This is an optimization exercise on Yosys and OpenROAD, whose aim is small area, a short achievable clock period and few clock cycles, not a production implementation. Only the layout flow was run in this run; the RTL was not checked for function there.

<file path="design.v">
`timescale 1ns/1ns
module Controller(input clk, rst, start, compare, flag, output InitYin, InitW1, InitW2, InitB, InitFlag, InitAlpha, LdX1, LdX2, LdT, Select2, LdYin, LdFlag, LdAlphaT, LdW1, LdW2, LdB,ReadEn,Ready, output [1:0] Select1, Sel1, Sel2);
	reg initYin, initW1, initW2, initB, initFlag, initAlpha, ldX1, ldX2, ldT, select2, ldYin, ldFlag, ldAlphaT, ldW1, ldW2, ldB;
	reg [1:0] select1, sel1, sel2;
	reg [3:0] ns, ps;
	reg ldCnt, cntDown;
	reg readEn, ready;
	wire co;
	reg [7:0] Cout;
	always@(ps, start, co, compare, flag)begin
		ns = 4'b0;
		case(ps)
			4'b0000: begin
				ns = (start)? 4'b0001 : 4'b0000;
			  end
			4'b0001: begin
				ns = 4'b0010;
				end
			4'b0010: begin
				ns = 4'b0011;
				end
			4'b0011: begin
				ns = 4'b0100;
				end
			4'b0100: begin
				ns = 4'b0101;
				end
			4'b0101: begin
				ns = compare ? 4'b0110 : 4'b1010;
				end
			4'b0110: begin
				ns = 4'b0111;
				end
			4'b0111: begin
				ns = 4'b1000;
				end
			4'b1000: begin
				ns = 4'b1001;
				end
			4'b1001: begin
				ns = 4'b1010;
				end
			4'b1010: begin
				ns = (co == 0) ? 4'b0010 : 
				     (flag == 1) ? 4'b1011 : 
				     (flag == 0) ? 4'b0000 : 4'b1010;
				end
			4'b1011: begin
			  ns = 4'b0010;
			  end
			default: ns = 4'b0000;
		endcase
	end
	always@(ps)begin
		{initYin, initW1, initW2, initB, initFlag, ldCnt, initAlpha, ldX1, ldX2, ldT, cntDown, select2, ldYin, ldFlag, ldAlphaT, ldW1, ldW2, ldB} = 18'b0;
		readEn = 1'b0;
		ready = 1'b0;
		select1 = 2'b0;
		sel1 = 2'b0;
		sel2 = 2'b0;
		case(ps)
			4'b0000: begin
				ready = 1;
			  end
			4'b0001: begin
				initW1 = 1;
				initW2 = 1;
				initB = 1;
				initYin = 1;
				ldCnt = 1;
				initAlpha = 1;
				end
			4'b0010: begin
				ldX1 = 1;
				ldX2 = 1;
				ldT = 1;
				cntDown = 1;
				readEn = 1;
				end
			4'b0011: begin
				sel1 = 2'b00;
				sel2 = 2'b01;
				select1 = 2'b01;
				select2 = 1;
				ldYin = 1;
				end
			4'b0100: begin
				sel1 = 2'b01;
				sel2 = 2'b10;
				select1 = 2'b00;
				select2 = 1;
				ldYin = 1;
				end
			4'b0101: begin
				end
			4'b0110: begin
				sel1 = 2'b10;
				sel2 = 2'b0;
				ldAlphaT = 1;
				ldFlag = 1;
				end
			4'b0111: begin
				sel1 = 2'b11;
				sel2 = 2'b01;
				select2 = 1;
				select1 = 2'b10;
				ldW1 = 1;
				end
			4'b1000: begin
				sel1 = 2'b11;
				sel2 = 2'b10;
				select2 = 1;
				select1 = 2'b11;
				ldW2 = 1;
				end
			4'b1001: begin
				select2 = 0;
				select1 = 2'b01;
				ldB = 1;
				end
			4'b1010: begin
				end
			4'b1011: begin
			  ldCnt = 1;
			  initFlag = 1;
			  end
		endcase
	end
	always@(posedge clk,posedge rst)begin
		if(rst) ps <= 4'b0000;
		else ps <= ns;
	end
	always@(posedge clk, posedge rst)begin
	  if(rst)
	    Cout = 8'b11001000;
	  else begin
	    if(ldCnt) Cout <= 8'b11001000;
	    else if(cntDown) Cout <= Cout - 1;
	  end
  end
  assign co = ~|{Cout};
  assign InitYin = initYin;
  assign InitW1 = initW1;
  assign InitW2 = initW2;
  assign InitB = initB;
  assign InitFlag = initFlag;
  assign LdCnt = ldCnt;
  assign InitAlpha = initAlpha;
  assign LdX1 = ldX1;
  assign LdX2 = ldX2;
  assign LdT = ldT;
  assign CntDown = cntDown;
  assign Select1 = select1;
  assign Select2 = select2;
  assign LdYin = ldYin;
  assign LdFlag = ldFlag;
  assign LdAlphaT = ldAlphaT;
  assign LdW1 = ldW1;
  assign LdW2 = ldW2;
  assign LdB = ldB;
  assign Sel1 = sel1;
  assign Sel2 = sel2;
  assign ReadEn = readEn;
  assign Ready = ready;
endmodule
`timescale 1ns/1ns
module FlagReg(input clk,rst,loadData,initVal, output out);
  reg outData;
  assign out = outData;
  always@(posedge clk, posedge rst)begin
    if(rst) outData <= 1'b0;
    else
    begin
      if(initVal) outData <= 1'b0;
      else
    begin
    if (loadData) outData <= 1'b1;
    else outData <= outData;
    end
  end
  end
endmodule
`timescale 1ns/1ns
module Reg2bit(input clk,rst,loadData,initVal, input [1:0] inData, output[1:0] out);
  reg [1:0] outData;
  assign out = outData;
  always@(posedge clk, posedge rst)begin
    if(rst) outData <= 2'b0;
    else
    begin
      if(initVal) outData <= 2'b0;
      else
    begin
    if (loadData) outData <= inData;
    else outData <= outData;
    end
  end
  end
endmodule
`timescale 1ns/1ns
module Reg3bit(input clk,rst,loadData,initVal, input [2:0] inData, output[2:0] out);
  reg [2:0] outData;
  assign out = outData;
  always@(posedge clk, posedge rst)begin
    if(rst) outData <= 3'b0;
    else
    begin
      if(initVal) outData <= 3'b0;
      else
    begin
    if (loadData) outData <= inData;
    else outData <= outData;
    end
  end
  end
endmodule
`timescale 1ns/1ns
module Reg7bit(input clk,rst,loadData,initVal, input [6:0] inData, output[6:0] out);
  reg [6:0] outData;
  assign out = outData;
  always@(posedge clk, posedge rst)begin
    if(rst) outData <= 7'b0;
    else
    begin
      if(initVal) outData <= 7'b0;
      else
    begin
    if (loadData) outData <= inData;
    else outData <= outData;
    end
  end
  end
endmodule
`timescale 1ns/1ns
module Reg14bit(input clk,rst,loadData,initVal, input [13:0] inData, output[13:0] out);
  reg [13:0] outData;
  assign out = outData;
  always@(posedge clk, posedge rst)begin
    if(rst) outData <= 14'b0;
    else
    begin
      if(initVal) outData <= 14'b0;
      else
    begin
    if (loadData) outData <= inData;
    else outData <= outData;
    end
  end
  end
endmodule
`timescale 1ns/1ns
module Mux2to1(input select, input [13:0]in1,in2, output [13:0]MuxOut);
  assign MuxOut = ~select ? in1 : in2;
endmodule
`timescale 1ns/1ns
module Mux4to1(input [1:0]select, input [13:0]in1,in2,in3,in4, output [13:0]MuxOut);
  assign MuxOut = select==2'b00 ? in1 :
          select==2'b01 ? in2 :
          select==2'b10 ? in3 :
          select==2'b11 ? in4 : 14'bz;
endmodule
`timescale 1ns/1ns
module adder( input [13:0] op1, op2, output [13:0] result );
  assign result = op1 + op2;
endmodule
`timescale 1ns/1ns
module multiplier( input [13:0] op1, op2, output [13:0] result );
  wire [27:0] w;
  wire signed [13:0] operand1,operand2;
  assign operand1 = op1;
  assign operand2 = op2;
  assign w = operand1 * operand2;
  assign result = w[21:8];
endmodule
`timescale 1ns/1ns
module DataPath(input clk,rst, input [6:0] x1Data,x2Data, input [1:0] tData, input InitYin, InitW1, InitW2, InitB, InitFlag, InitAlpha, LdX1, LdX2, LdT, Select2, LdYin, LdFlag, LdAlphaT, LdW1, LdW2, LdB, input [1:0]  Select1, Sel1, Sel2, output compare, flag, output[1:0] signYin, output[13:0] w1,w2,b,Yin);
  wire [6:0] x1,x2;
  wire [1:0] t;
  wire [2:0] alpha,alphaT;
  wire [13:0] AddOut,MultOut,MultOp1,MultOp2,AddOp1,AddOp2;
  wire [13:0] castedT,castedAlphaT,castedAlpha,castedX1,castedX2;
  assign castedT = t[1] ? {4'b1111, t, 8'b0}: {4'b0, t, 8'b0};
  assign castedAlphaT = alphaT[2] ? {5'b11111, alphaT, 6'b0}: {5'b0, alphaT, 6'b0};
  assign castedAlpha = alpha[2] ? {5'b11111, alpha, 6'b0}: {5'b0, alpha, 6'b0};
  assign castedX1 = x1[6] ? {3'b111, x1, 4'b0}: {3'b0, x1, 4'b0};
  assign castedX2 = x2[6] ? {3'b111, x2, 4'b0}: {3'b0, x2, 4'b0};
  FlagReg FLAG(clk,rst,LdFlag,InitFlag, flag);
  Reg2bit T(clk,rst,LdT,1'b0,tData,t);
  Reg3bit ALPHA(clk,rst,InitAlpha,1'b0,3'b011, alpha);
  Reg3bit ALPHAT(clk,rst,LdAlphaT,1'b0,MultOut[8:6], alphaT);
  Reg7bit X1(clk,rst,LdX1,1'b0,x1Data, x1);
  Reg7bit X2(clk,rst,LdX2,1'b0,x2Data, x2);
  Reg14bit W1(clk,rst,LdW1,InitW1,AddOut, w1);
  Reg14bit W2(clk,rst,LdW2,InitW2,AddOut, w2);
  Reg14bit B (clk,rst,LdB,InitB,AddOut, b);
  Reg14bit YIN (clk,rst,LdYin,InitYin,AddOut, Yin);
  Mux4to1 MULTOP1(Sel1,w1,w2,castedT,castedAlphaT, MultOp1);
  Mux4to1 MULTOP2(Sel2,castedAlpha,castedX1,castedX2,14'b0, MultOp2);
  Mux4to1 ADDOP1(Select1,Yin,b,w1,w2, AddOp1);
  Mux2to1 ADDOP2(Select2,castedAlphaT,MultOut, AddOp2);
  multiplier MULTIPLIER(MultOp1,MultOp2, MultOut);
  adder ADDER(AddOp1,AddOp2, AddOut);
  assign compare = (Yin == 14'b0) ? 1 : (Yin[13] ^ t[1]);
  assign signYin = Yin[13] ? 2'b11 : 2'b01;  
endmodule
`timescale 1ns/1ns
module LearningMachine(input clk,rst, start, input [6:0] x1Data,x2Data, input [1:0] tData, output[1:0] signYin, output[13:0] w1,w2,b,Yin,output ReadEn, Ready);
  reg busy, rdEn, valid;
  reg xlast, flag;
  reg [7:0] cnt;      
  reg [6:0] x1, x2;
  reg [3:0] o1, o2;      
  reg [2:0] tw1, tw2;    
  reg t;
  reg [11:0] u1, u2;
  reg [7:0] v;
  reg [13:0] yReg;
  wire [13:0] ya, yb;
  wire [11:0] u1n, u2n;
  wire n1;
  wire n2;
  wire n3;
  wire n4;
  wire n5;
  wire n6;
  wire n7;
  wire n8;
  wire n9;
  wire n10;
  wire n11;
  wire n12;
  wire n13;
  wire n14;
  wire n15;
  wire n16;
  wire n17;
  wire n18;
  wire n19;
  wire n20;
  wire n21;
  wire n22;
  wire n23;
  wire n24;
  wire n25;
  wire n26;
  wire n27;
  wire n28;
  wire n29;
  wire n30;
  wire n31;
  wire n32;
  wire n33;
  wire n34;
  wire n35;
  wire n36;
  wire n37;
  wire n38;
  wire n39;
  wire n40;
  wire n41;
  wire n42;
  wire n43;
  wire n44;
  wire n45;
  wire n46;
  wire n47;
  wire n48;
  wire n49;
  wire n50;
  wire n51;
  wire n52;
  wire n53;
  wire n54;
  wire n55;
  wire n56;
  wire n57;
  wire n58;
  wire n59;
  wire n60;
  wire n61;
  wire n62;
  wire n63;
  wire n64;
  wire n65;
  wire n66;
  wire n67;
  wire n68;
  wire n69;
  wire n70;
  wire n71;
  wire n72;
  wire n73;
  wire n74;
  wire n75;
  wire n76;
  wire n77;
  wire n78;
  wire n79;
  wire n80;
  wire n81;
  wire n82;
  wire n83;
  wire n84;
  wire n85;
  wire n86;
  wire n87;
  wire n88;
  wire n89;
  wire n90;
  wire n91;
  wire n92;
  wire n93;
  wire n94;
  wire n95;
  wire n96;
  wire n97;
  wire n98;
  wire n99;
  wire t100;
  wire s101;
  wire c102;
  wire t103;
  wire s104;
  wire c105;
  wire s106;
  wire c107;
  wire t108;
  wire s109;
  wire c110;
  wire t111;
  wire s112;
  wire c113;
  wire t114;
  wire s115;
  wire c116;
  wire t117;
  wire s118;
  wire c119;
  wire s120;
  wire c121;
  wire t122;
  wire s123;
  wire c124;
  wire t125;
  wire s126;
  wire c127;
  wire t128;
  wire s129;
  wire c130;
  wire t131;
  wire s132;
  wire c133;
  wire t134;
  wire s135;
  wire c136;
  wire t137;
  wire s138;
  wire c139;
  wire t140;
  wire s141;
  wire c142;
  wire t143;
  wire s144;
  wire c145;
  wire t146;
  wire s147;
  wire c148;
  wire t149;
  wire s150;
  wire c151;
  wire t152;
  wire s153;
  wire c154;
  wire t155;
  wire s156;
  wire c157;
  wire t158;
  wire s159;
  wire c160;
  wire t161;
  wire s162;
  wire c163;
  wire t164;
  wire s165;
  wire c166;
  wire t167;
  wire s168;
  wire c169;
  wire t170;
  wire s171;
  wire c172;
  wire s173;
  wire c174;
  wire t175;
  wire s176;
  wire c177;
  wire t178;
  wire s179;
  wire c180;
  wire s181;
  wire c182;
  wire t183;
  wire s184;
  wire c185;
  wire s186;
  wire c187;
  wire t188;
  wire s189;
  wire c190;
  wire t191;
  wire s192;
  wire c193;
  wire t194;
  wire s195;
  wire c196;
  wire s197;
  wire c198;
  wire t199;
  wire s200;
  wire c201;
  wire t202;
  wire s203;
  wire c204;
  wire t205;
  wire s206;
  wire c207;
  wire t208;
  wire s209;
  wire c210;
  wire t211;
  wire s212;
  wire c213;
  wire t214;
  wire s215;
  wire c216;
  wire t217;
  wire s218;
  wire c219;
  wire t220;
  wire s221;
  wire c222;
  wire t223;
  wire s224;
  wire c225;
  wire t226;
  wire s227;
  wire c228;
  wire t229;
  wire s230;
  wire c231;
  wire t232;
  wire s233;
  wire c234;
  wire t235;
  wire s236;
  wire c237;
  wire t238;
  wire s239;
  wire c240;
  wire t241;
  wire s242;
  wire c243;
  wire t244;
  wire s245;
  wire c246;
  wire t247;
  wire s248;
  wire c249;
  wire t250;
  wire s251;
  wire c252;
  wire t253;
  wire s254;
  wire c255;
  wire t256;
  wire s257;
  wire c258;
  wire t259;
  wire s260;
  wire c261;
  wire t262;
  wire s263;
  wire c264;
  wire s265;
  wire c266;
  wire t267;
  wire s268;
  wire c269;
  wire t270;
  wire s271;
  wire c272;
  wire t273;
  wire s274;
  wire c275;
  wire t276;
  wire s277;
  wire c278;
  wire t279;
  wire s280;
  wire c281;
  wire t282;
  wire s283;
  wire c284;
  wire t285;
  wire s286;
  wire c287;
  wire t288;
  wire s289;
  wire c290;
  wire t291;
  wire s292;
  wire c293;
  wire t294;
  wire s295;
  wire c296;
  wire t297;
  wire s298;
  wire c299;
  wire t300;
  wire s301;
  wire c302;
  wire t303;
  wire s304;
  wire c305;
  wire s306;
  wire c307;
  wire t308;
  wire s309;
  wire c310;
  wire t311;
  wire s312;
  wire c313;
  wire t314;
  wire s315;
  wire c316;
  wire t317;
  wire s318;
  wire c319;
  wire t320;
  wire s321;
  wire c322;
  wire t323;
  wire s324;
  wire c325;
  wire t326;
  wire s327;
  wire c328;
  wire t329;
  wire s330;
  wire c331;
  wire t332;
  wire s333;
  wire c334;
  wire t335;
  wire s336;
  wire c337;
  wire t338;
  wire s339;
  wire c340;
  wire t341;
  wire s342;
  wire c343;
  wire t344;
  wire s345;
  wire c346;
  wire s347;
  wire c348;
  wire s349;
  wire c350;
  wire s351;
  wire c352;
  wire s353;
  wire c354;
  wire s355;
  wire c356;
  wire s357;
  wire c358;
  wire s359;
  wire c360;
  wire s361;
  wire c362;
  wire s363;
  wire c364;
  wire s365;
  wire c366;
  wire s367;
  wire c368;
  wire s369;
  wire c370;
  wire s371;
  wire c372;
  wire s373;
  wire c374;
  wire g375;
  wire p376;
  wire g377;
  wire p378;
  wire g379;
  wire p380;
  wire g381;
  wire p382;
  wire g383;
  wire p384;
  wire g385;
  wire p386;
  wire g387;
  wire p388;
  wire g389;
  wire p390;
  wire g391;
  wire p392;
  wire g393;
  wire p394;
  wire g395;
  wire p396;
  wire g397;
  wire p398;
  wire g399;
  wire p400;
  wire g401;
  wire p402;
  wire g403;
  wire p404;
  wire g405;
  wire p406;
  wire g407;
  wire p408;
  wire g409;
  wire p410;
  wire g411;
  wire p412;
  wire g413;
  wire p414;
  wire g415;
  wire p416;
  wire g417;
  wire p418;
  wire g419;
  wire p420;
  wire g421;
  wire p422;
  wire g423;
  wire p424;
  wire y425;
  wire y426;
  wire y427;
  wire y428;
  wire y429;
  wire y430;
  wire y431;
  wire y432;
  wire y433;
  wire y434;
  wire y435;
  wire y436;
  wire y437;
  assign n1 = ((o1[0] & u1[0])) ^ x1[1];
  assign n2 = ((o1[0] & u1[1]) | (tw1[0] & u1[0])) ^ x1[1];
  assign n3 = ((o1[0] & u1[2]) | (tw1[0] & u1[1])) ^ x1[1];
  assign n4 = ((o1[0] & u1[3]) | (tw1[0] & u1[2])) ^ x1[1];
  assign n5 = ((o1[0] & u1[4]) | (tw1[0] & u1[3])) ^ x1[1];
  assign n6 = ((o1[0] & u1[5]) | (tw1[0] & u1[4])) ^ x1[1];
  assign n7 = ((o1[0] & u1[6]) | (tw1[0] & u1[5])) ^ x1[1];
  assign n8 = ((o1[0] & u1[7]) | (tw1[0] & u1[6])) ^ x1[1];
  assign n9 = ((o1[0] & u1[8]) | (tw1[0] & u1[7])) ^ x1[1];
  assign n10 = ((o1[0] & u1[9]) | (tw1[0] & u1[8])) ^ x1[1];
  assign n11 = ((o1[0] & u1[10]) | (tw1[0] & u1[9])) ^ x1[1];
  assign n12 = ((o1[0] & u1[11]) | (tw1[0] & u1[10])) ^ x1[1];
  assign n13 = ~(((o1[0] & u1[11]) | (tw1[0] & u1[11])) ^ x1[1]);
  assign n14 = ((o1[1] & u1[0])) ^ x1[3];
  assign n15 = ((o1[1] & u1[1]) | (tw1[1] & u1[0])) ^ x1[3];
  assign n16 = ((o1[1] & u1[2]) | (tw1[1] & u1[1])) ^ x1[3];
  assign n17 = ((o1[1] & u1[3]) | (tw1[1] & u1[2])) ^ x1[3];
  assign n18 = ((o1[1] & u1[4]) | (tw1[1] & u1[3])) ^ x1[3];
  assign n19 = ((o1[1] & u1[5]) | (tw1[1] & u1[4])) ^ x1[3];
  assign n20 = ((o1[1] & u1[6]) | (tw1[1] & u1[5])) ^ x1[3];
  assign n21 = ((o1[1] & u1[7]) | (tw1[1] & u1[6])) ^ x1[3];
  assign n22 = ((o1[1] & u1[8]) | (tw1[1] & u1[7])) ^ x1[3];
  assign n23 = ((o1[1] & u1[9]) | (tw1[1] & u1[8])) ^ x1[3];
  assign n24 = ((o1[1] & u1[10]) | (tw1[1] & u1[9])) ^ x1[3];
  assign n25 = ((o1[1] & u1[11]) | (tw1[1] & u1[10])) ^ x1[3];
  assign n26 = ~(((o1[1] & u1[11]) | (tw1[1] & u1[11])) ^ x1[3]);
  assign n27 = ((o1[2] & u1[0])) ^ x1[5];
  assign n28 = ((o1[2] & u1[1]) | (tw1[2] & u1[0])) ^ x1[5];
  assign n29 = ((o1[2] & u1[2]) | (tw1[2] & u1[1])) ^ x1[5];
  assign n30 = ((o1[2] & u1[3]) | (tw1[2] & u1[2])) ^ x1[5];
  assign n31 = ((o1[2] & u1[4]) | (tw1[2] & u1[3])) ^ x1[5];
  assign n32 = ((o1[2] & u1[5]) | (tw1[2] & u1[4])) ^ x1[5];
  assign n33 = ((o1[2] & u1[6]) | (tw1[2] & u1[5])) ^ x1[5];
  assign n34 = ((o1[2] & u1[7]) | (tw1[2] & u1[6])) ^ x1[5];
  assign n35 = ((o1[2] & u1[8]) | (tw1[2] & u1[7])) ^ x1[5];
  assign n36 = ((o1[2] & u1[9]) | (tw1[2] & u1[8])) ^ x1[5];
  assign n37 = ((o1[2] & u1[10]) | (tw1[2] & u1[9])) ^ x1[5];
  assign n38 = ((o1[2] & u1[11]) | (tw1[2] & u1[10])) ^ x1[5];
  assign n39 = (o1[3] & u1[0]);
  assign n40 = x1[6] & ~((o1[3] & u1[0]));
  assign n41 = ((o1[3] & u1[1])) ^ x1[6];
  assign n42 = ((o1[3] & u1[2])) ^ x1[6];
  assign n43 = ((o1[3] & u1[3])) ^ x1[6];
  assign n44 = ((o1[3] & u1[4])) ^ x1[6];
  assign n45 = ((o1[3] & u1[5])) ^ x1[6];
  assign n46 = ((o1[3] & u1[6])) ^ x1[6];
  assign n47 = ((o1[3] & u1[7])) ^ x1[6];
  assign n48 = ((o1[3] & u1[8])) ^ x1[6];
  assign n49 = ((o1[3] & u1[9])) ^ x1[6];
  assign n50 = n1 & x1[1] & n2;
  assign n51 = ((o2[0] & u2[0])) ^ x2[1];
  assign n52 = ((o2[0] & u2[1]) | (tw2[0] & u2[0])) ^ x2[1];
  assign n53 = ((o2[0] & u2[2]) | (tw2[0] & u2[1])) ^ x2[1];
  assign n54 = ((o2[0] & u2[3]) | (tw2[0] & u2[2])) ^ x2[1];
  assign n55 = ((o2[0] & u2[4]) | (tw2[0] & u2[3])) ^ x2[1];
  assign n56 = ((o2[0] & u2[5]) | (tw2[0] & u2[4])) ^ x2[1];
  assign n57 = ((o2[0] & u2[6]) | (tw2[0] & u2[5])) ^ x2[1];
  assign n58 = ((o2[0] & u2[7]) | (tw2[0] & u2[6])) ^ x2[1];
  assign n59 = ((o2[0] & u2[8]) | (tw2[0] & u2[7])) ^ x2[1];
  assign n60 = ((o2[0] & u2[9]) | (tw2[0] & u2[8])) ^ x2[1];
  assign n61 = ((o2[0] & u2[10]) | (tw2[0] & u2[9])) ^ x2[1];
  assign n62 = ((o2[0] & u2[11]) | (tw2[0] & u2[10])) ^ x2[1];
  assign n63 = ~(((o2[0] & u2[11]) | (tw2[0] & u2[11])) ^ x2[1]);
  assign n64 = ((o2[1] & u2[0])) ^ x2[3];
  assign n65 = ((o2[1] & u2[1]) | (tw2[1] & u2[0])) ^ x2[3];
  assign n66 = ((o2[1] & u2[2]) | (tw2[1] & u2[1])) ^ x2[3];
  assign n67 = ((o2[1] & u2[3]) | (tw2[1] & u2[2])) ^ x2[3];
  assign n68 = ((o2[1] & u2[4]) | (tw2[1] & u2[3])) ^ x2[3];
  assign n69 = ((o2[1] & u2[5]) | (tw2[1] & u2[4])) ^ x2[3];
  assign n70 = ((o2[1] & u2[6]) | (tw2[1] & u2[5])) ^ x2[3];
  assign n71 = ((o2[1] & u2[7]) | (tw2[1] & u2[6])) ^ x2[3];
  assign n72 = ((o2[1] & u2[8]) | (tw2[1] & u2[7])) ^ x2[3];
  assign n73 = ((o2[1] & u2[9]) | (tw2[1] & u2[8])) ^ x2[3];
  assign n74 = ((o2[1] & u2[10]) | (tw2[1] & u2[9])) ^ x2[3];
  assign n75 = ((o2[1] & u2[11]) | (tw2[1] & u2[10])) ^ x2[3];
  assign n76 = ~(((o2[1] & u2[11]) | (tw2[1] & u2[11])) ^ x2[3]);
  assign n77 = ((o2[2] & u2[0])) ^ x2[5];
  assign n78 = ((o2[2] & u2[1]) | (tw2[2] & u2[0])) ^ x2[5];
  assign n79 = ((o2[2] & u2[2]) | (tw2[2] & u2[1])) ^ x2[5];
  assign n80 = ((o2[2] & u2[3]) | (tw2[2] & u2[2])) ^ x2[5];
  assign n81 = ((o2[2] & u2[4]) | (tw2[2] & u2[3])) ^ x2[5];
  assign n82 = ((o2[2] & u2[5]) | (tw2[2] & u2[4])) ^ x2[5];
  assign n83 = ((o2[2] & u2[6]) | (tw2[2] & u2[5])) ^ x2[5];
  assign n84 = ((o2[2] & u2[7]) | (tw2[2] & u2[6])) ^ x2[5];
  assign n85 = ((o2[2] & u2[8]) | (tw2[2] & u2[7])) ^ x2[5];
  assign n86 = ((o2[2] & u2[9]) | (tw2[2] & u2[8])) ^ x2[5];
  assign n87 = ((o2[2] & u2[10]) | (tw2[2] & u2[9])) ^ x2[5];
  assign n88 = ((o2[2] & u2[11]) | (tw2[2] & u2[10])) ^ x2[5];
  assign n89 = ((o2[3] & u2[0])) ^ x2[6];
  assign n90 = ((o2[3] & u2[1])) ^ x2[6];
  assign n91 = ((o2[3] & u2[2])) ^ x2[6];
  assign n92 = ((o2[3] & u2[3])) ^ x2[6];
  assign n93 = ((o2[3] & u2[4])) ^ x2[6];
  assign n94 = ((o2[3] & u2[5])) ^ x2[6];
  assign n95 = ((o2[3] & u2[6])) ^ x2[6];
  assign n96 = ((o2[3] & u2[7])) ^ x2[6];
  assign n97 = ((o2[3] & u2[8])) ^ x2[6];
  assign n98 = ((o2[3] & u2[9])) ^ x2[6];
  assign n99 = n51 & x2[1] & n52;
  LM_x2 xt100(x1[3], x2[3], t100);
  LM_x2 xs101(t100, n3, s101);
  LM_mj mc102(x1[3], x2[3], n3, c102);
  LM_x2 xt103(x1[5], x2[5], t103);
  LM_x2 xs104(t103, n5, s104);
  LM_mj mc105(x1[5], x2[5], n5, c105);
  LM_x2 xs106(n6, n17, s106);
  assign c107 = n6 & n17;
  LM_x2 xt108(x2[6], n7, t108);
  LM_x2 xs109(t108, n18, s109);
  LM_mj mc110(x2[6], n7, n18, c110);
  LM_x2 xt111(n29, n39, t111);
  LM_x2 xs112(t111, n57, s112);
  LM_mj mc113(n29, n39, n57, c113);
  LM_x2 xt114(n8, n19, t114);
  LM_x2 xs115(t114, n30, s115);
  LM_mj mc116(n8, n19, n30, c116);
  LM_x2 xt117(n40, n41, t117);
  LM_x2 xs118(t117, n58, s118);
  LM_mj mc119(n40, n41, n58, c119);
  LM_x2 xs120(n69, n80, s120);
  assign c121 = n69 & n80;
  LM_x2 xt122(v[0], n9, t122);
  LM_x2 xs123(t122, n20, s123);
  LM_mj mc124(v[0], n9, n20, c124);
  LM_x2 xt125(n31, n42, t125);
  LM_x2 xs126(t125, n59, s126);
  LM_mj mc127(n31, n42, n59, c127);
  LM_x2 xt128(n70, n81, t128);
  LM_x2 xs129(t128, n91, s129);
  LM_mj mc130(n70, n81, n91, c130);
  LM_x2 xt131(v[1], n10, t131);
  LM_x2 xs132(t131, n21, s132);
  LM_mj mc133(v[1], n10, n21, c133);
  LM_x2 xt134(n32, n43, t134);
  LM_x2 xs135(t134, n60, s135);
  LM_mj mc136(n32, n43, n60, c136);
  LM_x2 xt137(n71, n82, t137);
  LM_x2 xs138(t137, n92, s138);
  LM_mj mc139(n71, n82, n92, c139);
  LM_x2 xt140(v[2], n11, t140);
  LM_x2 xs141(t140, n22, s141);
  LM_mj mc142(v[2], n11, n22, c142);
  LM_x2 xt143(n33, n44, t143);
  LM_x2 xs144(t143, n61, s144);
  LM_mj mc145(n33, n44, n61, c145);
  LM_x2 xt146(n72, n83, t146);
  LM_x2 xs147(t146, n93, s147);
  LM_mj mc148(n72, n83, n93, c148);
  LM_x2 xt149(v[3], n12, t149);
  LM_x2 xs150(t149, n23, s150);
  LM_mj mc151(v[3], n12, n23, c151);
  LM_x2 xt152(n34, n45, t152);
  LM_x2 xs153(t152, n62, s153);
  LM_mj mc154(n34, n45, n62, c154);
  LM_x2 xt155(n73, n84, t155);
  LM_x2 xs156(t155, n94, s156);
  LM_mj mc157(n73, n84, n94, c157);
  LM_x2 xt158(v[4], n13, t158);
  LM_x2 xs159(t158, n24, s159);
  LM_mj mc160(v[4], n13, n24, c160);
  LM_x2 xt161(n35, n46, t161);
  LM_x2 xs162(t161, n63, s162);
  LM_mj mc163(n35, n46, n63, c163);
  LM_x2 xt164(n74, n85, t164);
  LM_x2 xs165(t164, n95, s165);
  LM_mj mc166(n74, n85, n95, c166);
  LM_x2 xt167(1'b1, v[5], t167);
  LM_x2 xs168(t167, n25, s168);
  LM_mj mc169(1'b1, v[5], n25, c169);
  LM_x2 xt170(n36, n47, t170);
  LM_x2 xs171(t170, n75, s171);
  LM_mj mc172(n36, n47, n75, c172);
  LM_x2 xs173(n86, n96, s173);
  assign c174 = n86 & n96;
  LM_x2 xt175(1'b1, v[6], t175);
  LM_x2 xs176(t175, n26, s176);
  LM_mj mc177(1'b1, v[6], n26, c177);
  LM_x2 xt178(n37, n48, t178);
  LM_x2 xs179(t178, n76, s179);
  LM_mj mc180(n37, n48, n76, c180);
  LM_x2 xs181(n87, n97, s181);
  assign c182 = n87 & n97;
  LM_x2 xt183(v[7], n38, t183);
  LM_x2 xs184(t183, n49, s184);
  LM_mj mc185(v[7], n38, n49, c185);
  LM_x2 xs186(n88, n98, s186);
  assign c187 = n88 & n98;
  LM_x2 xt188(n14, n50, t188);
  LM_x2 xs189(t188, n53, s189);
  LM_mj mc190(n14, n50, n53, c190);
  LM_x2 xt191(n4, n15, t191);
  LM_x2 xs192(t191, n54, s192);
  LM_mj mc193(n4, n15, n54, c193);
  LM_x2 xt194(n16, n27, t194);
  LM_x2 xs195(t194, n55, s195);
  LM_mj mc196(n16, n27, n55, c196);
  LM_x2 xs197(n66, n77, s197);
  assign c198 = n66 & n77;
  LM_x2 xt199(n28, n56, t199);
  LM_x2 xs200(t199, n67, s200);
  LM_mj mc201(n28, n56, n67, c201);
  LM_x2 xt202(n78, s106, t202);
  LM_x2 xs203(t202, c105, s203);
  LM_mj mc204(n78, s106, c105, c204);
  LM_x2 xt205(n68, n79, t205);
  LM_x2 xs206(t205, n89, s206);
  LM_mj mc207(n68, n79, n89, c207);
  LM_x2 xt208(c107, s109, t208);
  LM_x2 xs209(t208, s112, s209);
  LM_mj mc210(c107, s109, s112, c210);
  LM_x2 xt211(n90, s120, t211);
  LM_x2 xs212(t211, c110, s212);
  LM_mj mc213(n90, s120, c110, c213);
  LM_x2 xt214(c113, s115, t214);
  LM_x2 xs215(t214, s118, s215);
  LM_mj mc216(c113, s115, s118, c216);
  LM_x2 xt217(c121, c116, t217);
  LM_x2 xs218(t217, c119, s218);
  LM_mj mc219(c121, c116, c119, c219);
  LM_x2 xt220(s123, s126, t220);
  LM_x2 xs221(t220, s129, s221);
  LM_mj mc222(s123, s126, s129, c222);
  LM_x2 xt223(c124, c127, t223);
  LM_x2 xs224(t223, c130, s224);
  LM_mj mc225(c124, c127, c130, c225);
  LM_x2 xt226(s132, s135, t226);
  LM_x2 xs227(t226, s138, s227);
  LM_mj mc228(s132, s135, s138, c228);
  LM_x2 xt229(c133, c136, t229);
  LM_x2 xs230(t229, c139, s230);
  LM_mj mc231(c133, c136, c139, c231);
  LM_x2 xt232(s141, s144, t232);
  LM_x2 xs233(t232, s147, s233);
  LM_mj mc234(s141, s144, s147, c234);
  LM_x2 xt235(c142, c145, t235);
  LM_x2 xs236(t235, c148, s236);
  LM_mj mc237(c142, c145, c148, c237);
  LM_x2 xt238(s150, s153, t238);
  LM_x2 xs239(t238, s156, s239);
  LM_mj mc240(s150, s153, s156, c240);
  LM_x2 xt241(c151, c154, t241);
  LM_x2 xs242(t241, c157, s242);
  LM_mj mc243(c151, c154, c157, c243);
  LM_x2 xt244(s159, s162, t244);
  LM_x2 xs245(t244, s165, s245);
  LM_mj mc246(s159, s162, s165, c246);
  LM_x2 xt247(s173, c160, t247);
  LM_x2 xs248(t247, c163, s248);
  LM_mj mc249(s173, c160, c163, c249);
  LM_x2 xt250(c166, s168, t250);
  LM_x2 xs251(t250, s171, s251);
  LM_mj mc252(c166, s168, s171, c252);
  LM_x2 xt253(c174, s181, t253);
  LM_x2 xs254(t253, c169, s254);
  LM_mj mc255(c174, s181, c169, c255);
  LM_x2 xt256(c172, s176, t256);
  LM_x2 xs257(t256, s179, s257);
  LM_mj mc258(c172, s176, s179, c258);
  LM_x2 xt259(t, c182, t259);
  LM_x2 xs260(t259, s186, s260);
  LM_mj mc261(t, c182, s186, c261);
  LM_x2 xt262(c177, c180, t262);
  LM_x2 xs263(t262, s184, s263);
  LM_mj mc264(c177, c180, s184, c264);
  LM_x2 xs265(n64, n99, s265);
  assign c266 = n64 & n99;
  LM_x2 xt267(n65, c102, t267);
  LM_x2 xs268(t267, c190, s268);
  LM_mj mc269(n65, c102, c190, c269);
  LM_x2 xt270(s197, c193, t270);
  LM_x2 xs271(t270, s104, s271);
  LM_mj mc272(s197, c193, s104, c272);
  LM_x2 xt273(c198, c196, t273);
  LM_x2 xs274(t273, s200, s274);
  LM_mj mc275(c198, c196, s200, c275);
  LM_x2 xt276(c201, s206, t276);
  LM_x2 xs277(t276, c204, s277);
  LM_mj mc278(c201, s206, c204, c278);
  LM_x2 xt279(c207, s212, t279);
  LM_x2 xs280(t279, c210, s280);
  LM_mj mc281(c207, s212, c210, c281);
  LM_x2 xt282(c213, c216, t282);
  LM_x2 xs283(t282, s218, s283);
  LM_mj mc284(c213, c216, s218, c284);
  LM_x2 xt285(c219, c222, t285);
  LM_x2 xs286(t285, s224, s286);
  LM_mj mc287(c219, c222, s224, c287);
  LM_x2 xt288(c225, c228, t288);
  LM_x2 xs289(t288, s230, s289);
  LM_mj mc290(c225, c228, s230, c290);
  LM_x2 xt291(c231, c234, t291);
  LM_x2 xs292(t291, s236, s292);
  LM_mj mc293(c231, c234, s236, c293);
  LM_x2 xt294(c237, c240, t294);
  LM_x2 xs295(t294, s242, s295);
  LM_mj mc296(c237, c240, s242, c296);
  LM_x2 xt297(c243, c246, t297);
  LM_x2 xs298(t297, s248, s298);
  LM_mj mc299(c243, c246, s248, c299);
  LM_x2 xt300(c249, s254, t300);
  LM_x2 xs301(t300, c252, s301);
  LM_mj mc302(c249, s254, c252, c302);
  LM_x2 xt303(c255, s260, t303);
  LM_x2 xs304(t303, c258, s304);
  LM_mj mc305(c255, s260, c258, c305);
  LM_x2 xs306(s265, s101, s306);
  assign c307 = s265 & s101;
  LM_x2 xt308(c266, s192, t308);
  LM_x2 xs309(t308, s268, s309);
  LM_mj mc310(c266, s192, s268, c310);
  LM_x2 xt311(s195, c269, t311);
  LM_x2 xs312(t311, s271, s312);
  LM_mj mc313(s195, c269, s271, c313);
  LM_x2 xt314(c272, s203, t314);
  LM_x2 xs315(t314, s274, s315);
  LM_mj mc316(c272, s203, s274, c316);
  LM_x2 xt317(c275, s209, t317);
  LM_x2 xs318(t317, s277, s318);
  LM_mj mc319(c275, s209, s277, c319);
  LM_x2 xt320(s215, c278, t320);
  LM_x2 xs321(t320, s280, s321);
  LM_mj mc322(s215, c278, s280, c322);
  LM_x2 xt323(s221, c281, t323);
  LM_x2 xs324(t323, s283, s324);
  LM_mj mc325(s221, c281, s283, c325);
  LM_x2 xt326(s227, c284, t326);
  LM_x2 xs327(t326, s286, s327);
  LM_mj mc328(s227, c284, s286, c328);
  LM_x2 xt329(s233, c287, t329);
  LM_x2 xs330(t329, s289, s330);
  LM_mj mc331(s233, c287, s289, c331);
  LM_x2 xt332(s239, c290, t332);
  LM_x2 xs333(t332, s292, s333);
  LM_mj mc334(s239, c290, s292, c334);
  LM_x2 xt335(s245, c293, t335);
  LM_x2 xs336(t335, s295, s336);
  LM_mj mc337(s245, c293, s295, c337);
  LM_x2 xt338(s251, c296, t338);
  LM_x2 xs339(t338, s298, s339);
  LM_mj mc340(s251, c296, s298, c340);
  LM_x2 xt341(s257, c299, t341);
  LM_x2 xs342(t341, s301, s342);
  LM_mj mc343(s257, c299, s301, c343);
  LM_x2 xt344(s263, c302, t344);
  LM_x2 xs345(t344, s304, s345);
  LM_mj mc346(s263, c302, s304, c346);
  assign ya = {c343, c340, c337, c334, c331, c328, c325, c322, c319, c316, c313, c310, c307, s306};
  assign yb = {s345, s342, s339, s336, s333, s330, s327, s324, s321, s318, s315, s312, s309, s189};
  LM_x2 xs347(s306, s189, s347);
  assign c348 = s306 & s189;
  LM_x2 xs349(c307, s309, s349);
  assign c350 = c307 & s309;
  LM_x2 xs351(c310, s312, s351);
  assign c352 = c310 & s312;
  LM_x2 xs353(c313, s315, s353);
  assign c354 = c313 & s315;
  LM_x2 xs355(c316, s318, s355);
  assign c356 = c316 & s318;
  LM_x2 xs357(c319, s321, s357);
  assign c358 = c319 & s321;
  LM_x2 xs359(c322, s324, s359);
  assign c360 = c322 & s324;
  LM_x2 xs361(c325, s327, s361);
  assign c362 = c325 & s327;
  LM_x2 xs363(c328, s330, s363);
  assign c364 = c328 & s330;
  LM_x2 xs365(c331, s333, s365);
  assign c366 = c331 & s333;
  LM_x2 xs367(c334, s336, s367);
  assign c368 = c334 & s336;
  LM_x2 xs369(c337, s339, s369);
  assign c370 = c337 & s339;
  LM_x2 xs371(c340, s342, s371);
  assign c372 = c340 & s342;
  LM_x2 xs373(c343, s345, s373);
  assign c374 = c343 & s345;
  LM_g qg375(c350, s349, c348, g375);
  LM_gp qg377(c354, s353, c352, s351, g377, p378);
  LM_gp qg379(c358, s357, c356, s355, g379, p380);
  LM_gp qg381(c362, s361, c360, s359, g381, p382);
  LM_gp qg383(c366, s365, c364, s363, g383, p384);
  LM_gp qg385(c370, s369, c368, s367, g385, p386);
  LM_gp qg387(c374, s373, c372, s371, g387, p388);
  LM_g qg389(c352, s351, g375, g389);
  LM_g qg391(g377, p378, g375, g391);
  LM_gp qg393(c360, s359, g379, p380, g393, p394);
  LM_gp qg395(g381, p382, g379, p380, g395, p396);
  LM_gp qg397(c368, s367, g383, p384, g397, p398);
  LM_gp qg399(g385, p386, g383, p384, g399, p400);
  LM_g qg401(c356, s355, g391, g401);
  LM_g qg403(g379, p380, g391, g403);
  LM_g qg405(g393, p394, g391, g405);
  LM_g qg407(g395, p396, g391, g407);
  LM_gp qg409(c372, s371, g399, p400, g409, p410);
  LM_gp qg411(g387, p388, g399, p400, g411, p412);
  LM_g qg413(c364, s363, g407, g413);
  LM_g qg415(g383, p384, g407, g415);
  LM_g qg417(g397, p398, g407, g417);
  LM_g qg419(g399, p400, g407, g419);
  LM_g qg421(g409, p410, g407, g421);
  LM_g qg423(g411, p412, g407, g423);
  assign y425 = s349 ^ c348;
  assign y426 = s351 ^ g375;
  assign y427 = s353 ^ g389;
  assign y428 = s355 ^ g391;
  assign y429 = s357 ^ g401;
  assign y430 = s359 ^ g403;
  assign y431 = s361 ^ g405;
  assign y432 = s363 ^ g407;
  assign y433 = s365 ^ g413;
  assign y434 = s367 ^ g415;
  assign y435 = s369 ^ g417;
  assign y436 = s371 ^ g419;
  assign y437 = s373 ^ g421;
  assign yt = {y437, y436, y435, y434, y433, y432, y431, y430, y429, y428, y427, y426, y425, s347};
  wire [5:0] xl1 = x1[5:0] ^ {6{t}};
  wire xs1 = x1[6] ^ t;
  assign u1n = u1 + {4'd0, ~xs1, xs1, xl1} + {4'd0, ~xs1, xl1, t} + {4'b1111, 6'd0, t, 1'b0};
  wire [5:0] xl2 = x2[5:0] ^ {6{t}};
  wire xs2 = x2[6] ^ t;
  assign u2n = u2 + {4'd0, ~xs2, xs2, xl2} + {4'd0, ~xs2, xl2, t} + {4'b1111, 6'd0, t, 1'b0};
  wire [13:0] yt;    
  wire [13:0] y = {yt[13] ^ t, yt[12:0]};
  wire [13:0] zx = ya ^ yb ^ {ya[12:0] | yb[12:0], 1'b0} ^ {t, 13'd0};
  wire yzero = ~|zx;
  wire mis = yzero | yt[13];
  wire upd = valid & mis;
  wire clr = ~busy & start;
  wire [7:0] vn = v + {{6{t}}, ~t, 1'b1};    
  wire last = (cnt == 8'd14);
  function [6:0] booth(input [6:0] x);
    reg [8:0] e;
    integer i;
    begin
      e = {x[6], x, 1'b0};
      for (i = 0; i < 4; i = i + 1)
        booth[i] = e[2*i+1] ^ e[2*i];
      for (i = 0; i < 3; i = i + 1)
        booth[4+i] = (e[2*i+2] & ~e[2*i+1] & ~e[2*i]) | (~e[2*i+2] & e[2*i+1] & e[2*i]);
    end
  endfunction
  wire [6:0] bd1 = booth(x1Data);
  wire [6:0] bd2 = booth(x2Data);
  always @(posedge clk) begin
    x1 <= x1Data; x2 <= x2Data; t <= tData[1];
    o1 <= bd1[3:0]; tw1 <= bd1[6:4];
    o2 <= bd2[3:0]; tw2 <= bd2[6:4];
  end
  always @(posedge clk) begin
    if (!busy) begin
      xlast <= 1'b0; flag <= 1'b0; cnt <= 8'd1;
    end else begin
      if (rdEn) begin
        xlast <= last;
        cnt <= last ? 8'd1 : {cnt[6:0], cnt[7] ^ cnt[5] ^ cnt[4] ^ cnt[3]};
      end
      if (rdEn && last) flag <= 1'b0;
      else if (upd && !xlast) flag <= 1'b1;
    end
  end
  always @(posedge clk, posedge rst) begin
    if (rst) begin
      busy <= 1'b0; rdEn <= 1'b0; valid <= 1'b0;
      u1 <= 12'd0; u2 <= 12'd0; v <= 8'd0; yReg <= 14'd0;
    end else begin
      if (valid) yReg <= y;
      u1 <= upd ? u1n : u1 & {12{~clr}};
      u2 <= upd ? u2n : u2 & {12{~clr}};
      v <= upd ? vn : v & {8{~clr}};
      if (!busy) begin
        if (start) begin
          busy <= 1'b1; rdEn <= 1'b1; valid <= 1'b0;
        end
      end else begin
        valid <= rdEn;
        if (rdEn && last) begin
          rdEn <= flag | upd;
        end else if (!rdEn && xlast && valid) begin
          rdEn <= mis;
          busy <= mis;
        end
      end
    end
  end
  assign w1 = {u1, 2'b00};
  assign w2 = {u2, 2'b00};
  assign b = {v, 6'b0};
  assign Yin = yReg;
  assign signYin = {yReg[13], 1'b1};
  assign ReadEn = rdEn;
  assign Ready = ~busy;
endmodule
module LM_x2(input a, b, output y);
  assign y = a ^ b;
endmodule
module LM_mj(input a, b, c, output y);
  assign y = (a & b) | (a & c) | (b & c);
endmodule
module LM_fa(input a, b, c, output s, co);
  assign s = a ^ b ^ c;
  assign co = (a & b) | (a & c) | (b & c);
endmodule
module LM_ha(input a, b, output s, co);
  assign s = a ^ b;
  assign co = a & b;
endmodule
module LM_gp(input gh, ph, gl, pl, output g, p);
  assign g = gh | (ph & gl);
  assign p = ph & pl;
endmodule
module LM_g(input gh, ph, gl, output g);
  assign g = gh | (ph & gl);
endmodule
</file>
<file path="flow/run.sh">
#!/bin/bash
set -euo pipefail
bash standard.sh SETUP_SLACK_MARGIN=7 'BUFFER_PORTS_ARGS=-buffer_cell sky130_fd_sc_hd__buf_1' finish > standard_make.log 2>&1
</file>
<file path="standard.sh">
#!/bin/bash
# synth_recipe.tcl (not shown) runs the flow's synth.tcl, then flattens the netlist and writes it again
# the make line also repeats each setting of config.mk as NAME=value (left out here)
make -C /OpenROAD-flow-scripts/flow DESIGN_CONFIG=/design/flow/config.mk WORK_HOME=/design/flow/orfs CLKGATE_MAP_FILE= SYNTH_SCRIPT=/design/flow/synth_recipe.tcl "${@:-finish}"
</file>
<file path="config.mk">
export PLATFORM = sky130hd
export DESIGN_NAME = LearningMachine
export DESIGN_NICKNAME = LearningMachine
export VERILOG_FILES = /design/flow/design.v
export SDC_FILE = /design/flow/constraint.sdc
export NUM_CORES = 4
export LEC_CHECK = 0
export ABC_CLOCK_PERIOD_IN_PS = 5000
export CAP_MARGIN = 20
export CORE_MARGIN = 2
export CORE_UTILIZATION = 40
export SETUP_SLACK_MARGIN = 5
export SLEW_MARGIN = 20
export SYNTH_HIERARCHICAL = 1
export SYNTH_MINIMUM_KEEP_SIZE = 0
</file>
<file path="constraint.sdc">
create_clock -name core_clock -period 12.0 [get_ports {clk}]
set_input_delay 2.4000 -clock core_clock [delete_from_list [all_inputs] [get_ports {clk}]]
set_output_delay 2.4000 -clock core_clock [all_outputs]
set_load 0.01 [all_outputs]
</file>
==> out/results.ini <==
[worst_setup_path]
start_kind=flop
cp.required_ps=12290
crit_path_end_kind=flop
critical_path_arrival_ps=5080
path_max_fanout=7
critPathKind=flop to flop

[synthesis]
synth_top_area_share=0.191
synthCells=1094
syn_area_sq_mm=0.00962
yosysTopAreaCell=xor2_1
synth.yosys.seq_area_share=0.205
synthSimpleGateAreaFrac=0.0880
synthXorXnorAreaFrac=0.312
synth.area.top_cells=xor2_1 (19%), dfrtp_1 (13%), xnor2_1 (12%)
synth_seq_cells=86
synth_top_family_by_area=XOR/XNOR gates
async_flop_share=0.570
synth_flop_cell=dfrtp_1
ys_warn_count=8
synth_cell_type_count=58
synth_mux_area_frac=0.00963
avgSynthCellArea_sq_um=8.79
synth-compound-area-share=0.143
synth_adder_area_share=0.179
synth_edf_count=0

[clock_tree]
clk_path_buf_depth=2
htree_levels=3
cts_root_buffer=clkbuf_16
clock_sinks=86
insertion_delay_ps=360
clkTransAtPathRegs_ps=70
cts_buffers=9
cts_tree=built

[detailed_routing]
vias_per_cell=5.08
drc_errors=0
post_drt_wl_per_cell_um=15.8
drt_iter0_drc=557
wirelength_mm=23.1
drt.antenna.violating_nets=0
dr.pass1.iters=6
via_count=7410

[finish]
area_growth_pct=11.9
mostFrequentLayoutCells=xor2_1 (194), xnor2_1 (126), maj3_2 (72)
regArea_sq_mm=0.00203
final_cells=1459
diodes=0
finish.utilization=0.457
final_nets=1219
multiInputGateArea_sq_mm=0.00731
layout_commonest_cell=xor2_1
fill_cells=2350
drive_above_1_share=0.176

[worst_hold_path]
hp-class=flop to flop

[placement]
pre_cts_slack_ps=6380
gp_congestion=0.837
io_buffer_count=66
dp_hpwl_mm=17.1
dp.cells=1419

[global_route]
gr-total-overflow=0
grt_max_degree=63
antenna_found_initial=0
grt_pass1_wl_mm=36.9
grt_pass1_vias=7097
track_usage=0.179

[floorplan]
core_area_sq_mm=0.0235
io_pins=79
die_x_um=159
die_y_um=159
placementRows=56
start_util=0.408
dieArea_sq_mm=0.0253

[sta]
rsz0062_at_grt=yes
fin_ws_ps=7210
worstMarginPinSlew_ps=860
relSlewSlack=0.423
fin_skew_ps=10.0
post-route-period-util=0.399
max_freq_ghz=0.209
final.min_clock_period_ps=4790
drv_slew=0
finalSetupViolations=0
finalHoldViolCount=0
fin_tns_setup_ps=0

[job]
drv_cap=0

[run_status]
status=finished clean

## flip-flops by register name (all words and copies together), names as in the netlist, 3 cells and up
register	count
cnt	8
o2	4
tw2	3
o1	4
yReg	14
x1	6
x2	6
tw1	3
v	8
u1	12
u2	12
## layout make-up
class,instances,share of cell area
clock buffers,11,0.0235
clock inverters,5,0.00291
inverters,65,0.0227
multi-input cells,878,0.679
flip-flops and latches,86,0.189
well taps,319,0.0371
repair buffers,95,0.0456
## repair_timing
| action | CTS | global route |
|---|---|---|
| gates resized for setup | 42 | 38 |
| endpoints found under the hold margin | 0 | 0 |
| setup buffers | 0 | 23 |
| hold buffers | 0 | 0 |
| cloned | 0 | 1 |
| pin swaps | 0 | 16 |
| endpoints found under the setup margin | 35 | 35 |
## logic make-up (layout without fill, tap and decap cells)
family                   Yosys count  in the layout
other                              2             15
flip-flops                        86             86
adder cells (fa/ha/maj)          137            137
AO/OA/AOI/OAI                    204            204
multiplexers                       9              9
AND/OR/NAND/NOR                  171            171
buffers and inverters            143            176
XOR/XNOR                         342            342
## worst max-delay path, cell delays in order, from the launching register on
cell and delay [ps]:
dfrtp_2 470, a22oi_1 220, xnor2_1 170, xor2_1 260, xor2_1 240, xor2_1 310
xor2_1 200, xor2_1 240, xor2_1 280, inv_1 80, ha_1 290, xnor2_1 150
nor4_2 360, nand3_1 190, buf_4 180, o31ai_2 740, nand3_1 160, a2bb2oi_1 180
## metrics by stage
step | hold slack [ps] | instance area [sq um]
after floorplan | 435 | 9660
after global placement | 448 | 10000
after detailed placement | 454 | 10000
after CTS | 469 | 10400
after global routing | 502 | 10800
final | 467 | 10800
## layer usage
metal | wire length [um] | up-vias | GRT usage
li1 | - | 3724 | -
met1 | 11100 | 3481 | 0.247
met2 | 10600 | 173 | 0.289
met3 | 885 | 32 | 0.0281
met4 | 471 | 0 | 0.0541
met5 | 0 | - | 0
## final timing paths
path / startpoint / to / slack [ps] / depth (start not counted)
setup reg to reg: u2[3]$_DFF_PP0_ / u1[11]$_DFF_PP0_ / 7210 / 17
hold reg to reg: flag$_SDFFE_PN0P_ / flag$_SDFFE_PN0P_ / 470 / 1
min in group asynchronous: rst / yReg[13]$_DFFE_PP0P_ / 2200 / 3
setup / recovery: u2[3]$_DFF_PP0_ / u1[11]$_DFF_PP0_ / 7210 / 17
hold / removal: flag$_SDFFE_PN0P_ / flag$_SDFFE_PN0P_ / 470 / 1
max in group asynchronous: rst / u1[8]$_DFF_PP0_ / 9290 / 3
## cell usage after synthesis (10+ instances only)
cell type / instances
nand2b_1: 13
xor2_1: 210
a22oi_1: 64
dfrtp_1: 49
inv_1: 64
nand3_1: 31
and2_1: 19
dfxtp_1: 37
maj3_2: 72
ha_1: 52
buf_1: 10
clkbuf_1: 51
fa_1: 13
a21oi_1: 31
nor2_1: 34
buf_4: 12
xnor2_1: 131
nand2_1: 42
o21ai_0: 42
a21o_1: 35
## modules after synthesis (local to each module, per instance)
module,times used,cell area [sq um]
LM_g,12,7.51
LM_mj,72,11.3
LM_gp,10,13.8
LearningMachine,1,7040
LM_x2,176,8.76

-- what the ideal ports hide --
How much do the figures lean on ideal ports? The routed layout below was timed once more, with nothing changed but the port constraints.
Step 1 sets driving cells, clkbuf_16 on the clock port and buf_2 on the other inputs (assumed; they add their load-dependent delay and slew).
Step 2 moves the port delays by t, midway between the first and last clock arrival at a register: inputs arrive t later, outputs are due t later. That takes back most of the time a late clock gives input paths.
Three values: ideal ports, drivers, drivers and shift; two values: the first two.
t (ns): 0.402
slack for setup (ns): 7.211 / 7.211 / 7.211
worst setup path after step 2: register to register
slew at the worst register clock pin (ns): 0.07 / 0.07
cell pins on the clock port's net: 1
After both steps this run still meets setup and hold. The setup slack of this run moves by 0.000 ns with the drivers and by 0.000 ns with both steps.
